Background: an optimization exercise with open tools, aiming at small area, a short achievable clock period and few clock cycles per item. Do not read the settings as production practice.

==> quartz <==
## melendez_mult
module melendez_mult (rst, clk, multiplier, multiplicand, product, done);
==> flow/config.mk <==
export PLATFORM = sky130hd
export DESIGN_NAME = melendez_mult
export DESIGN_NICKNAME = melendez_mult
export VERILOG_FILES = /design/flow/design.v
export SDC_FILE = /design/flow/constraint.sdc
export NUM_CORES = 4
export LEC_CHECK = 0
export CAP_MARGIN = 20
export CORE_MARGIN = 2
export CORE_UTILIZATION = 40
export CTS_BUF_LIST = sky130_fd_sc_hd__clkbuf_4 sky130_fd_sc_hd__clkbuf_8
export SETUP_SLACK_MARGIN = 1.0
export SLEW_MARGIN = 20
export SYNTH_HIERARCHICAL = 1
export SYNTH_MINIMUM_KEEP_SIZE = 0
==> flow/constraint.sdc <==
create_clock -name core_clock -period 5.0 [get_ports {clk}]
set_input_delay 1.0000 -clock core_clock [delete_from_list [all_inputs] [get_ports {clk}]]
set_output_delay 1.0000 -clock core_clock [all_outputs]
set_load 0.01 [all_outputs]
standard.sh (not shown) runs the stock make flow with config.mk's settings and CLKGATE_MAP_FILE= SYNTH_SCRIPT=/design/flow/synth_recipe.tcl, a recipe that flattens the netlist after the stock synthesis.
==> flow/flow/run.sh <==
#!/bin/bash
set -euo pipefail
export BUFFER_PORTS_ARGS="-buffer_cell sky130_fd_sc_hd__buf_2"
bash standard.sh synth > flow_synth.log 2>&1
odb=orfs/results/sky130hd/melendez_mult/base/1_synth.odb
openroad -no_init -exit flow/downsize.tcl > flow_downsize.log 2>&1
bash standard.sh > flow_layout.log 2>&1
==> flow/flow/downsize.tcl <==
# Set every logic gate of the synthesized netlist to the smallest drive strength of
# its family (flip-flops, adders, buffers, inverters and tie cells are left alone).
set odb orfs/results/sky130hd/melendez_mult/base/1_synth.odb
read_db $odb
set db [ord::get_db]
set block [ord::get_db_block]
set n 0
set before 0.0
set after 0.0
foreach inst [$block getInsts] {
  set m [$inst getMaster]
  set name [$m getName]
  if {![regexp {^(sky130_fd_sc_hd__([a-z0-9]+))_([0-9]+)$} $name -> base fam drive]} { continue }
  if {[regexp {^(buf|inv|clkbuf|clkinv|clkinvlp|dfxtp|edfxtp|dfxbp|dfrtp|dfstp|fa|ha|conb|dlygate|clkdlybuf|dlymetal|bufbuf|lpflow|tap|fill|decap|mux2i|mux2)} $fam]} { continue }
  set best ""
  foreach d {1 0} {
    set cand [$db findMaster ${base}_$d]
    if {$cand != "NULL"} { set best $cand; break }
  }
  if {$best == "" || [$best getName] == $name} { continue }
  set before [expr {$before + [$m getWidth] * [$m getHeight] / 1e6}]
  set after [expr {$after + [$best getWidth] * [$best getHeight] / 1e6}]
  if {[$inst swapMaster $best]} { incr n }
}
puts "downsized $n instances: area $before -> $after um2"
write_db $odb
==> xenon (differences from quartz) <==
--- a/flow/design.v
+++ b/flow/design.v
@@ -2,68 +2,45 @@
   input rst, clk;
   input [31:0] multiplier, multiplicand;
   output [63:0] product;
   output done;
   reg [1:0] cnt;                
   reg done_q;                   
   reg first_q;                  
-  reg zero_q;                   
+  reg [8:0] dig_q;              
   reg [32:0] s_q;           
   reg [32:0] c_q;           
   reg [7:0] pa_q, pb_q;         
   reg neg3_q;                   
   reg [23:0] lo_q;              
   assign done = done_q;
+  wire [8:0] dig = first_q ? {multiplier[8:1], 1'b0} : dig_q;
   reg [8:0] dig_next;
   always @(*)
     case (cnt)
       2'd0: dig_next = multiplier[16:8];
       2'd1: dig_next = multiplier[24:16];
       2'd2: dig_next = {1'b0, multiplier[31:24]};
       default: dig_next = 9'd0;
     endcase
   wire [3:0] one, two, neg, negn;
   wire [32:0] a_ext = {1'b0, multiplicand};
   wire [32:0] a_sh = {multiplicand, 1'b0};
-  wire [8:0] dig0 = {multiplier[8:1], 1'b0};
-  wire [3:0] one0, two0, neg0;
-  assign one0[0] = dig0[1] ^ dig0[0];
-  assign two0[0] = (dig0[2] & ~dig0[1] & ~dig0[0]) | (~dig0[2] & dig0[1] & dig0[0]);
-  assign neg0[0] = dig0[2];
-  assign one0[1] = dig0[3] ^ dig0[2];
-  assign two0[1] = (dig0[4] & ~dig0[3] & ~dig0[2]) | (~dig0[4] & dig0[3] & dig0[2]);
-  assign neg0[1] = dig0[4];
-  assign one0[2] = dig0[5] ^ dig0[4];
-  assign two0[2] = (dig0[6] & ~dig0[5] & ~dig0[4]) | (~dig0[6] & dig0[5] & dig0[4]);
-  assign neg0[2] = dig0[6];
-  assign one0[3] = dig0[7] ^ dig0[6];
-  assign two0[3] = (dig0[8] & ~dig0[7] & ~dig0[6]) | (~dig0[8] & dig0[7] & dig0[6]);
-  assign neg0[3] = dig0[8];
-  wire [3:0] one_n, two_n, neg_n;
-  assign one_n[0] = dig_next[1] ^ dig_next[0];
-  assign two_n[0] = (dig_next[2] & ~dig_next[1] & ~dig_next[0]) | (~dig_next[2] & dig_next[1] & dig_next[0]);
-  assign neg_n[0] = dig_next[2];
-  assign one_n[1] = dig_next[3] ^ dig_next[2];
-  assign two_n[1] = (dig_next[4] & ~dig_next[3] & ~dig_next[2]) | (~dig_next[4] & dig_next[3] & dig_next[2]);
-  assign neg_n[1] = dig_next[4];
-  assign one_n[2] = dig_next[5] ^ dig_next[4];
-  assign two_n[2] = (dig_next[6] & ~dig_next[5] & ~dig_next[4]) | (~dig_next[6] & dig_next[5] & dig_next[4]);
-  assign neg_n[2] = dig_next[6];
-  assign one_n[3] = dig_next[7] ^ dig_next[6];
-  assign two_n[3] = (dig_next[8] & ~dig_next[7] & ~dig_next[6]) | (~dig_next[8] & dig_next[7] & dig_next[6]);
-  assign neg_n[3] = dig_next[8];
-  reg [3:0] one_q, two_q, neg_q;
-  always @(posedge clk) begin
-    one_q <= one_n;
-    two_q <= two_n;
-    neg_q <= neg_n;
-  end
-  assign one = first_q ? one0 : one_q;
-  assign two = first_q ? two0 : two_q;
-  assign neg = first_q ? neg0 : neg_q;
+  assign one[0] = dig[1] ^ dig[0];
+  assign two[0] = (dig[2] & ~dig[1] & ~dig[0]) | (~dig[2] & dig[1] & dig[0]);
+  assign neg[0] = dig[2];
+  assign one[1] = dig[3] ^ dig[2];
+  assign two[1] = (dig[4] & ~dig[3] & ~dig[2]) | (~dig[4] & dig[3] & dig[2]);
+  assign neg[1] = dig[4];
+  assign one[2] = dig[5] ^ dig[4];
+  assign two[2] = (dig[6] & ~dig[5] & ~dig[4]) | (~dig[6] & dig[5] & dig[4]);
+  assign neg[2] = dig[6];
+  assign one[3] = dig[7] ^ dig[6];
+  assign two[3] = (dig[8] & ~dig[7] & ~dig[6]) | (~dig[8] & dig[7] & dig[6]);
+  assign neg[3] = dig[8];
   assign negn = ~neg;
   wire [32:0] pp0;
   mm_bsel u_bs0_0 (.one(one[0]), .two(two[0]), .neg(neg[0]), .a(a_ext[0]), .a1(a_sh[0]), .p(pp0[0]));
   mm_bsel u_bs0_1 (.one(one[0]), .two(two[0]), .neg(neg[0]), .a(a_ext[1]), .a1(a_sh[1]), .p(pp0[1]));
   mm_bsel u_bs0_2 (.one(one[0]), .two(two[0]), .neg(neg[0]), .a(a_ext[2]), .a1(a_sh[2]), .p(pp0[2]));
   mm_bsel u_bs0_3 (.one(one[0]), .two(two[0]), .neg(neg[0]), .a(a_ext[3]), .a1(a_sh[3]), .p(pp0[3]));
   mm_bsel u_bs0_4 (.one(one[0]), .two(two[0]), .neg(neg[0]), .a(a_ext[4]), .a1(a_sh[4]), .p(pp0[4]));
@@ -194,18 +171,18 @@
   mm_bsel u_bs3_27 (.one(one[3]), .two(two[3]), .neg(neg[3]), .a(a_ext[27]), .a1(a_sh[27]), .p(pp3[27]));
   mm_bsel u_bs3_28 (.one(one[3]), .two(two[3]), .neg(neg[3]), .a(a_ext[28]), .a1(a_sh[28]), .p(pp3[28]));
   mm_bsel u_bs3_29 (.one(one[3]), .two(two[3]), .neg(neg[3]), .a(a_ext[29]), .a1(a_sh[29]), .p(pp3[29]));
   mm_bsel u_bs3_30 (.one(one[3]), .two(two[3]), .neg(neg[3]), .a(a_ext[30]), .a1(a_sh[30]), .p(pp3[30]));
   mm_bsel u_bs3_31 (.one(one[3]), .two(two[3]), .neg(neg[3]), .a(a_ext[31]), .a1(a_sh[31]), .p(pp3[31]));
   mm_bsel u_bs3_32 (.one(one[3]), .two(two[3]), .neg(neg[3]), .a(a_ext[32]), .a1(a_sh[32]), .p(pp3[32]));
   wire [34:0] s_init = {1'b1, 2'b00, multiplicand & {32{multiplier[0]}}};
-  wire [34:0] s_in = zero_q ? s_init : {1'b0, 1'b1, s_q[32], s_q[31], s_q[30], s_q[29], s_q[28], s_q[27], s_q[26], s_q[25], s_q[24], s_q[23], s_q[22], s_q[21], s_q[20], s_q[19], s_q[18], s_q[17], s_q[16], s_q[15], s_q[14], s_q[13], s_q[12], s_q[11], s_q[10], s_q[9], s_q[8], s_q[7], s_q[6], s_q[5], s_q[4], s_q[3], s_q[2], s_q[1], s_q[0]};
-  wire [34:0] c_in = {1'b0, 1'b0, c_q[32], c_q[31], c_q[30], c_q[29], c_q[28], c_q[27], c_q[26], c_q[25], c_q[24], c_q[23], c_q[22], c_q[21], c_q[20], c_q[19], c_q[18], c_q[17], c_q[16], c_q[15], c_q[14], c_q[13], c_q[12], c_q[11], c_q[10], c_q[9], c_q[8], c_q[7], c_q[6], c_q[5], c_q[4], c_q[3], c_q[2], c_q[1], c_q[0]} & {35{~zero_q}};
+  wire [34:0] s_in = first_q ? s_init : {1'b0, 1'b1, s_q[32], s_q[31], s_q[30], s_q[29], s_q[28], s_q[27], s_q[26], s_q[25], s_q[24], s_q[23], s_q[22], s_q[21], s_q[20], s_q[19], s_q[18], s_q[17], s_q[16], s_q[15], s_q[14], s_q[13], s_q[12], s_q[11], s_q[10], s_q[9], s_q[8], s_q[7], s_q[6], s_q[5], s_q[4], s_q[3], s_q[2], s_q[1], s_q[0]};
+  wire [34:0] c_in = {1'b0, 1'b0, c_q[32], c_q[31], c_q[30], c_q[29], c_q[28], c_q[27], c_q[26], c_q[25], c_q[24], c_q[23], c_q[22], c_q[21], c_q[20], c_q[19], c_q[18], c_q[17], c_q[16], c_q[15], c_q[14], c_q[13], c_q[12], c_q[11], c_q[10], c_q[9], c_q[8], c_q[7], c_q[6], c_q[5], c_q[4], c_q[3], c_q[2], c_q[1], c_q[0]} & {35{~first_q}};
   wire [9:0] lo_sum = {2'b00, {pa_q[7], pa_q[6], pa_q[5], pa_q[4], pa_q[3], pa_q[2], pa_q[1], pa_q[0]}} + {2'b00, {pb_q[7], pb_q[6], pb_q[5], pb_q[4], pb_q[3], pb_q[2], pb_q[1], pb_q[0]}} + {2'b00, neg3_q, 7'd0};
-  wire [1:0] lcin = lo_sum[9:8] & {2{~zero_q}};
+  wire [1:0] lcin = lo_sum[9:8] & {2{~first_q}};
   wire hs1;
   wire hc2;
   wire hs3;
   wire hc4;
   wire hs5;
   wire hc6;
   wire fs7;
@@ -626,15 +603,15 @@
   wire [39:0] hi_a = {s_q[31], s_q[30], s_q[29], s_q[28], s_q[27], s_q[26], s_q[25], s_q[24], s_q[23], s_q[22], s_q[21], s_q[20], s_q[19], s_q[18], s_q[17], s_q[16], s_q[15], s_q[14], s_q[13], s_q[12], s_q[11], s_q[10], s_q[9], s_q[8], s_q[7], s_q[6], s_q[5], s_q[4], s_q[3], s_q[2], s_q[1], s_q[0], {pa_q[7], pa_q[6], pa_q[5], pa_q[4], pa_q[3], pa_q[2], pa_q[1], pa_q[0]}};
   wire [39:0] hi_b = {c_q[31], c_q[30], c_q[29], c_q[28], c_q[27], c_q[26], c_q[25], c_q[24], c_q[23], c_q[22], c_q[21], c_q[20], c_q[19], c_q[18], c_q[17], c_q[16], c_q[15], c_q[14], c_q[13], c_q[12], c_q[11], c_q[10], c_q[9], c_q[8], c_q[7], c_q[6], c_q[5], c_q[4], c_q[3], c_q[2], c_q[1], c_q[0], {pb_q[7], pb_q[6], pb_q[5], pb_q[4], pb_q[3], pb_q[2], pb_q[1], pb_q[0]}};
   wire [39:0] hi_s;
   mm_add u_add (.a(hi_a), .b(hi_b), .s(hi_s));
   assign product = {hi_s, lo_q};
   always @(posedge clk) begin
     first_q <= rst;
-    zero_q <= rst | done_q;
+    dig_q <= dig_next;
     if (rst) begin
       cnt <= 2'd0;
       done_q <= 1'b0;
     end else if (!done_q) begin
       cnt <= cnt + 2'd1;
       done_q <= (cnt == 2'd3);
     end
==> flow/flow/run.sh (replaced) <==
#!/bin/bash
set -euo pipefail
export BUFFER_PORTS_ARGS="-buffer_cell sky130_fd_sc_hd__buf_2"
bash standard.sh > standard_flow.log 2>&1
- CTS_BUF_LIST: sky130_fd_sc_hd__clkbuf_4 sky130_fd_sc_hd__clkbuf_8 -> unset
- PLACE_DENSITY: unset -> 0.8
removed: flow/flow/downsize.tcl
==> run notes <==
In quartz the maximum frequency is larger than in xenon, by about 0.8%.
Of quartz and xenon, quartz has the higher clock-buffer cell count (gap 1).
In quartz the design area is smaller than in xenon, by 8.5%.
In quartz the global-route usage is higher than in xenon, by 1.5 points.
Sequential share of layout area: xenon is lower than quartz (2.7 points).
Of xenon and quartz, xenon has the higher non-clock buffer count (gap 4).
Of quartz and xenon, quartz has the higher routed wire length (gap 0.39%, measured against xenon).
In xenon the area after synthesis is higher than in quartz, by 7.0%.
Via count: xenon is lower than quartz (1.5%).
In register-to-register slack, xenon and quartz hardly differ.
xenon produced a clean layout. quartz completed without violations.
==> figures <==
| item | xenon | quartz |
|---|---|---|
| Result of the run | finished clean | finished clean |
| Via count | 9032 | 9167 |
| Detailed Route Iter0 Violations | 806 | 844 |
| Routed wire length on met3 | 1970 um | 2490 um |
| Total Nets Final | 1428 | 1451 |
| Beginning of the worst register-to-register path | dig_q[0] | first_q |
| Multi-input gate share of total cell area | 61.8% | 60.1% |
| Number of signal-net buffers in the layout | 164 | 160 |
| Area growth syn-to-layout | 19.5% | 16.9% |
| Number of inverters outside the clock class in the layout | 32 | 33 |
| Capturing element of the worst setup path | product[59] | product[55] |
| Maximum number of pins on one net before global-route repair | 69 | 45 |
| Total GRT Usage | 21.4% | 23.0% |
| Max transition margin | 26.8% | 27.5% |
| Mapped Area | 0.0125 mm2 | 0.0117 mm2 |
| Filler Cells Inserted | 2642 | 2739 |
| Clock-cell share of area | 3.91% | 2.57% |
| Timing startpoint of the critical path | c_q[19] | s_q[5] |
| Core Area | 0.0307 mm2 | 0.0287 mm2 |
| Global-route wire length before repair | 54400 um | 53400 um |
| Via-to-Cell Ratio | 5.74 | 5.79 |
Function was not checked in any run of this note: the RTL went through the layout flow alone.

-- separate check: timing with driven ports --
The flow's constraints put no driver on any port. The routed layouts listed below were extracted and timed again, unchanged, in two steps.
Step 1, drivers: a clkbuf_16 drives clk and a buf_2 each remaining input, both assumed.
Step 2 adds t to the input delays and takes it off the output delays; t is the mean of the earliest and latest rising clock arrival at the registers after step 1. Input paths then give back, and output paths get back, about the clock's delay inside the block.
Three values: ideal, step 1, step 2; two values: the first two.
| run | t, ns | setup WS [ns] | hold WS [ns] |
|---|---|---|---|
| quartz | 0.489 | 1.042 / 1.002 / 0.608 | 0.563 / 0.563 / 0.563 |
| xenon | 0.475 | 1.010 / 0.961 / 0.688 | 0.563 / 0.563 / 0.563 |
After both steps every run listed still meets setup and hold. For quartz, which loses most, drivers alone change the setup slack by -0.040 ns; drivers and shift together by -0.434 ns.
